This design comes from an exercise in tuning for a short achievable clock period and few clock cycles on the open sky130 flow, not from production work.
Only simulation tests tie the RTL to the original design; equivalence was not proved.
Power and IR drop assume default switching activity.

==> trial 46 <==
==> flow/design.v <==
module ALU(
    input  logic [31:0] a,
    input  logic [31:0] b,
    input  logic [2:0]  f3,
    input  logic        sub,
    input  logic        sra,
    output logic [31:0] y
);
    logic [31:0] sum, srl_y, sra_y;
    assign sum   = sub ? (a - b) : (a + b);
    assign srl_y = a >> b[4:0];
    assign sra_y = $signed(a) >>> b[4:0];
    always_comb begin
        case (f3)
            3'b000: y = sum;
            3'b001: y = a << b[4:0];
            3'b010: y = {31'd0, $signed(a) < $signed(b)};
            3'b011: y = {31'd0, a < b};
            3'b100: y = a ^ b;
            3'b101: y = sra ? sra_y : srl_y;
            3'b110: y = a | b;
            default: y = a & b;
        endcase
    end
endmodule
module BR_CMP(
    input  logic [31:0] a,
    input  logic [31:0] b,
    input  logic [2:0]  f3,
    output logic        taken
);
    logic eq, lt, ltu;
    assign eq  = (a == b);
    assign lt  = ($signed(a) < $signed(b));
    assign ltu = (a < b);
    always_comb begin
        case (f3)
            3'b000: taken = eq;
            3'b001: taken = ~eq;
            3'b100: taken = lt;
            3'b101: taken = ~lt;
            3'b110: taken = ltu;
            3'b111: taken = ~ltu;
            default: taken = 1'b0;
        endcase
    end
endmodule
module DMEM(
    input  logic        clk,
    input  logic        we,
    input  logic [2:0]  f3,
    input  logic [8:0]  addr,
    input  logic [31:0] wdata,
    output logic [31:0] rdata
);
    logic [7:0] bank [0:3][0:127];
    logic [6:0] idx0, idx1;
    logic [1:0] sh;
    assign idx0 = addr[8:2];
    assign idx1 = addr[8:2] + 7'd1;
    assign sh   = addr[1:0];
    logic [7:0] bout [0:3];      
    logic [7:0] byt  [0:3];      
    genvar g;
    generate
        for (g = 0; g < 4; g++) begin : g_bank
            logic [6:0] bidx;
            logic [1:0] k;       
            logic       bwe;
            assign bidx = (g < sh) ? idx1 : idx0;
            assign k    = 2'(g) - sh;
            assign bout[g] = bank[g][bidx];
            assign bwe  = we & ((f3[1:0] == 2'b10) | (f3[1:0] == 2'b01 && k[1] == 1'b0) | (k == 2'd0));
            always_ff @(posedge clk)
                if (bwe) bank[g][bidx] <= wdata[8*k +: 8];
        end
    endgenerate
    assign byt[0] = bout[sh];
    assign byt[1] = bout[sh + 2'd1];
    assign byt[2] = bout[sh + 2'd2];
    assign byt[3] = bout[sh + 2'd3];
    always_comb begin
        case (f3)
            3'b000:  rdata = {{24{byt[0][7]}}, byt[0]};
            3'b001:  rdata = {{16{byt[1][7]}}, byt[1], byt[0]};
            3'b100:  rdata = {24'd0, byt[0]};
            3'b101:  rdata = {16'd0, byt[1], byt[0]};
            default: rdata = {byt[3], byt[2], byt[1], byt[0]};
        endcase
    end
endmodule
module MULT(
    input  logic [31:0] a,
    input  logic [31:0] b,
    input  logic [1:0]  f3,
    output logic [31:0] y
);
    logic        as, bs;
    logic [65:0] p;
    assign as = (f3 != 2'b11);
    assign bs = ~f3[1];
    assign p  = $signed({as & a[31], a}) * $signed({bs & b[31], b});
    assign y  = (f3 == 2'b00) ? p[31:0] : p[63:32];
endmodule
module DIVIDER #(parameter int STEPS = 4) (
    input  logic        clk,
    input  logic        rst,
    input  logic        req,
    input  logic [31:0] a,
    input  logic [31:0] b,
    input  logic [1:0]  f3,      
    output logic        stall,
    output logic [31:0] y
);
    logic        busy, done;
    logic [31:0] R, S, Q, D, a_save;
    logic [6:0]  cnt;
    logic        negq, negr, rem, dz;
    logic        sgn, an, bn;
    logic [31:0] n, d;
    logic [5:0]  msb_n, msb_d;   
    logic signed [7:0] k;
    logic [63:0] nsh;
    assign sgn = ~f3[0];
    assign an  = sgn & a[31];
    assign bn  = sgn & b[31];
    assign n   = an ? (32'd0 - a) : a;
    assign d   = bn ? (32'd0 - b) : b;
    always_comb begin
        msb_n = 6'd0;
        msb_d = 6'd0;
        for (int i = 0; i < 32; i++) begin
            if (n[i]) msb_n = 6'(i + 1);
            if (d[i]) msb_d = 6'(i + 1);
        end
    end
    assign k   = $signed({2'b0, msb_n}) - $signed({2'b0, msb_d}) + 8'sd1;
    assign nsh = {32'd0, n} << (6'd32 - k[5:0]);
    logic [31:0] Rn, Sn, Qn;
    always_comb begin
        logic [32:0] r2;
        logic        ge;
        Rn = R; Sn = S; Qn = Q;
        r2 = 33'd0;
        ge = 1'b0;
        for (int j = 0; j < STEPS; j++) begin
            if (7'(j) < cnt) begin
                r2 = {Rn, Sn[31]};
                ge = (r2 >= {1'b0, D});
                Rn = ge ? (r2[31:0] - D) : r2[31:0];
                Sn = {Sn[30:0], 1'b0};
                Qn = {Qn[30:0], ge};
            end
        end
    end
    always_ff @(posedge clk) begin
        if (rst) begin
            busy <= 1'b0;
            done <= 1'b0;
        end else if (done) begin
            done <= 1'b0;
        end else if (busy) begin
            R <= Rn; S <= Sn; Q <= Qn;
            cnt <= cnt - 7'(STEPS);
            if (cnt <= 7'(STEPS)) begin
                busy <= 1'b0;
                done <= 1'b1;
            end
        end else if (req) begin
            D      <= d;
            negq   <= sgn & (a[31] ^ b[31]);
            negr   <= an;
            rem    <= f3[1];
            dz     <= (b == 32'd0);
            a_save <= a;
            Q      <= 32'd0;
            if (b == 32'd0 || k <= 8'sd0) begin
                R    <= n;
                done <= 1'b1;
            end else begin
                R    <= nsh[63:32];
                S    <= nsh[31:0];
                cnt  <= k[6:0];
                busy <= 1'b1;
            end
        end
    end
    assign stall = req & ~done;
    always_comb begin
        if (dz)       y = rem ? a_save : 32'hFFFF_FFFF;
        else if (rem) y = negr ? (32'd0 - R) : R;
        else          y = negq ? (32'd0 - Q) : Q;
    end
endmodule
module REG_FILE(
    input  logic        clk,
    input  logic        rst,
    input  logic        we,
    input  logic [4:0]  waddr,
    input  logic [31:0] wdata,
    input  logic [4:0]  raddr1,
    input  logic [4:0]  raddr2,
    output logic [31:0] rdata1,
    output logic [31:0] rdata2,
    output logic [31:0] regs_31
);
    logic [31:0] regs [0:31];
    assign regs[0] = 32'd0;
    assign rdata1  = regs[raddr1];
    assign rdata2  = regs[raddr2];
    assign regs_31 = regs[31];
    genvar g;
    generate
        for (g = 1; g < 32; g++) begin : g_reg
            always_ff @(posedge clk) begin
                if (rst)
                    regs[g] <= 32'd0;
                else if (we && waddr == g)
                    regs[g] <= wdata;
            end
        end
    endgenerate
endmodule
module Top(
    input  logic        clk,
    input  logic        rst,
    output logic [31:0] imem_addr,
    input  logic [31:0] imem_rdata,
    output logic [31:0] regs_31
);
    logic rst_q;
    always_ff @(posedge clk) rst_q <= rst;
    logic [31:0] pc;
    logic [31:0] ir, ir_pc;
    logic        ir_v;
    assign imem_addr = pc;
    logic [6:0] opc;
    logic [4:0] rd, rs1, rs2;
    logic [2:0] f3;
    assign opc = ir[6:0];
    assign rd  = ir[11:7];
    assign f3  = ir[14:12];
    assign rs1 = ir[19:15];
    assign rs2 = ir[24:20];
    logic is_lui, is_auipc, is_jal, is_jalr, is_br, is_ld, is_st, is_opi, is_op, is_m, is_div;
    assign is_lui   = (opc == 7'b0110111);
    assign is_auipc = (opc == 7'b0010111);
    assign is_jal   = (opc == 7'b1101111);
    assign is_jalr  = (opc == 7'b1100111);
    assign is_br    = (opc == 7'b1100011);
    assign is_ld    = (opc == 7'b0000011);
    assign is_st    = (opc == 7'b0100011);
    assign is_opi   = (opc == 7'b0010011);
    assign is_op    = (opc == 7'b0110011);
    assign is_m     = is_op & ir[25];
    assign is_div   = is_m & f3[2];
    logic [31:0] imm_i, imm_s, imm_b, imm_u, imm_j;
    assign imm_i = {{20{ir[31]}}, ir[31:20]};
    assign imm_s = {{20{ir[31]}}, ir[31:25], ir[11:7]};
    assign imm_b = {{20{ir[31]}}, ir[7], ir[30:25], ir[11:8], 1'b0};
    assign imm_u = {ir[31:12], 12'b0};
    assign imm_j = {{12{ir[31]}}, ir[19:12], ir[20], ir[30:21], 1'b0};
    logic [31:0] rv1, rv2, wb_val;
    logic        wb_en;
    REG_FILE u_rf (
        .clk(clk), .rst(rst_q),
        .we(wb_en), .waddr(rd), .wdata(wb_val),
        .raddr1(rs1), .raddr2(rs2),
        .rdata1(rv1), .rdata2(rv2),
        .regs_31(regs_31)
    );
    logic [31:0] alu_b, alu_out;
    assign alu_b = is_op ? rv2 : imm_i;
    ALU u_alu (
        .a(rv1), .b(alu_b), .f3(f3),
        .sub(is_op & ir[30]), .sra(ir[30]),
        .y(alu_out)
    );
    logic        taken, redirect;
    logic [31:0] br_tgt, jalr_tgt, tgt;
    BR_CMP u_cmp (.a(rv1), .b(rv2), .f3(f3), .taken(taken));
    assign br_tgt   = ir_pc + (is_jal ? imm_j : imm_b);
    assign jalr_tgt = rv1 + imm_i;
    assign tgt      = is_jalr ? {jalr_tgt[31:1], 1'b0} : br_tgt;
    assign redirect = ir_v & (is_jal | is_jalr | (is_br & taken));
    logic [31:0] ld_val;
    logic [31:0] ea;
    assign ea = rv1 + (is_st ? imm_s : imm_i);
    DMEM u_dmem (
        .clk(clk), .we(ir_v & is_st), .f3(f3),
        .addr(ea[8:0]), .wdata(rv2), .rdata(ld_val)
    );
    logic [31:0] mul_out, div_out;
    logic        div_stall;
    MULT u_mul (.a(rv1), .b(rv2), .f3(f3[1:0]), .y(mul_out));
    DIVIDER u_div (
        .clk(clk), .rst(rst_q),
        .req(ir_v & is_div), .a(rv1), .b(rv2), .f3(f3[1:0]),
        .stall(div_stall), .y(div_out)
    );
    always_comb begin
        if (is_ld)                 wb_val = ld_val;
        else if (is_m)             wb_val = f3[2] ? div_out : mul_out;
        else if (is_jal | is_jalr) wb_val = ir_pc + 32'd4;
        else if (is_lui)           wb_val = imm_u;
        else if (is_auipc)         wb_val = ir_pc + imm_u;
        else                       wb_val = alu_out;
    end
    assign wb_en = ir_v & ~div_stall & (rd != 5'd0) &
                   (is_op | is_opi | is_lui | is_auipc | is_jal | is_jalr | is_ld);
    always_ff @(posedge clk) begin
        if (rst_q) begin
            pc    <= 32'd0;
            ir_v  <= 1'b0;
            ir    <= 32'h13;
            ir_pc <= 32'd0;
        end else if (div_stall) begin
        end else if (redirect) begin
            pc    <= tgt;
            ir_v  <= 1'b0;
        end else begin
            pc    <= pc + 32'd4;
            ir    <= imem_rdata;
            ir_pc <= pc;
            ir_v  <= 1'b1;
        end
    end
endmodule
==> flow/run.sh <==
#!/bin/bash
# synth_recipe.tcl (not shown) runs the flow's synth.tcl, then flattens the netlist and writes it again
# the make line also repeats each setting of config.mk as NAME=value (left out here)
make -C /OpenROAD-flow-scripts/flow DESIGN_CONFIG=/design/flow/config.mk WORK_HOME=/design/flow/orfs CLKGATE_MAP_FILE= SYNTH_SCRIPT=/design/flow/synth_recipe.tcl finish
==> flow/config.mk <==
export PLATFORM = sky130hd
export DESIGN_NAME = Top
export DESIGN_NICKNAME = Top
export VERILOG_FILES = /design/flow/design.v
export SDC_FILE = /design/flow/constraint.sdc
export NUM_CORES = 8
export LEC_CHECK = 0
export ABC_CLOCK_PERIOD_IN_PS = 20000
export CAP_MARGIN = 40
export CORE_MARGIN = 2
export CORE_UTILIZATION = 30
export SLEW_MARGIN = 40
==> flow/constraint.sdc <==
create_clock -name core_clock -period 115.0 [get_ports {clk}]
set_input_delay 23.0000 -clock core_clock [delete_from_list [all_inputs] [get_ports {clk}]]
set_output_delay 23.0000 -clock core_clock [all_outputs]
set_load 0.01 [all_outputs]
==> build 39 (differences from trial 46) <==
CAP_MARGIN = 60   (was 40)
SLEW_MARGIN = 75   (was 40)
==> run summary <==
Status: build 39 no timing/DRC/antenna violations; trial 46 no timing/DRC/antenna violations
Share of final-layout standard cells stronger than drive strength 1: build 39 0.2137; trial 46 0.1145
WHS: build 39 0.4646 ns; trial 46 0.4640 ns
Via-per-instance ratio: build 39 6.180; trial 46 6.207
Largest fanout on the critical path: build 39 3; trial 46 4
Placed instance count: build 39 39910; trial 46 38500
Fraction of power spent switching nets: build 39 0.2655; trial 46 0.2618
Number of global-route vias before repair: build 39 242700; trial 46 231900
R2r startpoint: build 39 ir[18]$_SDFFE_PP0P_; trial 46 ir[16]$_SDFFE_PP0P_
Final cell area excluding filler cells: build 39 0.3673 sq mm; trial 46 0.3325 sq mm
Count of plain and timing-repair buffers in the layout: build 39 2446; trial 46 946
Net count reported at finish: build 39 29390; trial 46 27890
Headroom to the max-slew limit: build 39 0.6916; trial 46 0.2831
Storage cell area: build 39 0.1501 sq mm; trial 46 0.1500 sq mm
Capture point of the worst reg-to-reg path: build 39 u_rf.regs[12][11]$_SDFFE_PP0P_; trial 46 u_rf.regs[9][9]$_SDFFE_PP0P_
Overall routing resource usage: build 39 0.2610; trial 46 0.2551
WL met1: build 39 492900 um; trial 46 489000 um
Vias after detailed routing: build 39 253900; trial 46 246000
Number of buffers created by CTS: build 39 579; trial 46 584
Internal power: build 39 3.284 mW; trial 46 3.223 mW
Placed wire-length estimate: build 39 959800 um; trial 46 873100 um
Pin count of the biggest net entering global routing: build 39 73; trial 46 173
Antenna diode count: build 39 87; trial 46 118
PwrDens: build 39 12.18 mW/mm^2; trial 46 13.13 mW/mm^2
Share of total power in sequential cells: build 39 0.463; trial 46 0.474
Minimum setup slack among reg-to-reg paths: build 39 101.04 ns; trial 46 99.58 ns
Post-Route Utilization: build 39 0.3742; trial 46 0.3388
Testbench counts of trial 46, summed over its fixed seeds: cycles 139,675.
Testbench counts of build 39, summed over its fixed seeds: cycles 139,675.

==> port drivers added, routing unchanged <==
The results above use ideal ports. As a check the final layouts listed here were re-extracted and re-timed, cells and wires unchanged. Step 1 (the two cells are an assumption about what drives the block):
set clk [get_ports {clk}]
set_driving_cell -lib_cell sky130_fd_sc_hd__clkbuf_16 $clk
set_driving_cell -lib_cell sky130_fd_sc_hd__buf_2 [delete_from_list [all_inputs] $clk]
Step 2 also shifts input and output timing later by t, the mid clock arrival at the registers, as if the neighbouring blocks saw the same clock. a / b / c = no drivers / after step 1 / after step 2; a / b = the first two.
run | t, ns | slack for setup (ns) | clock arrival spread, ns | worst slew at a driven data input, ns | pins driven straight from the clock port
trial 46 | 1.221 | 89.305 / 89.160 / 90.381 | 0.147 / 0.147 | 0.05 | 1
build 39 | 1.215 | 89.645 / 89.513 / 90.728 | 0.163 / 0.163 | 0.05 | 1
After both steps setup and hold are still met in every run listed.
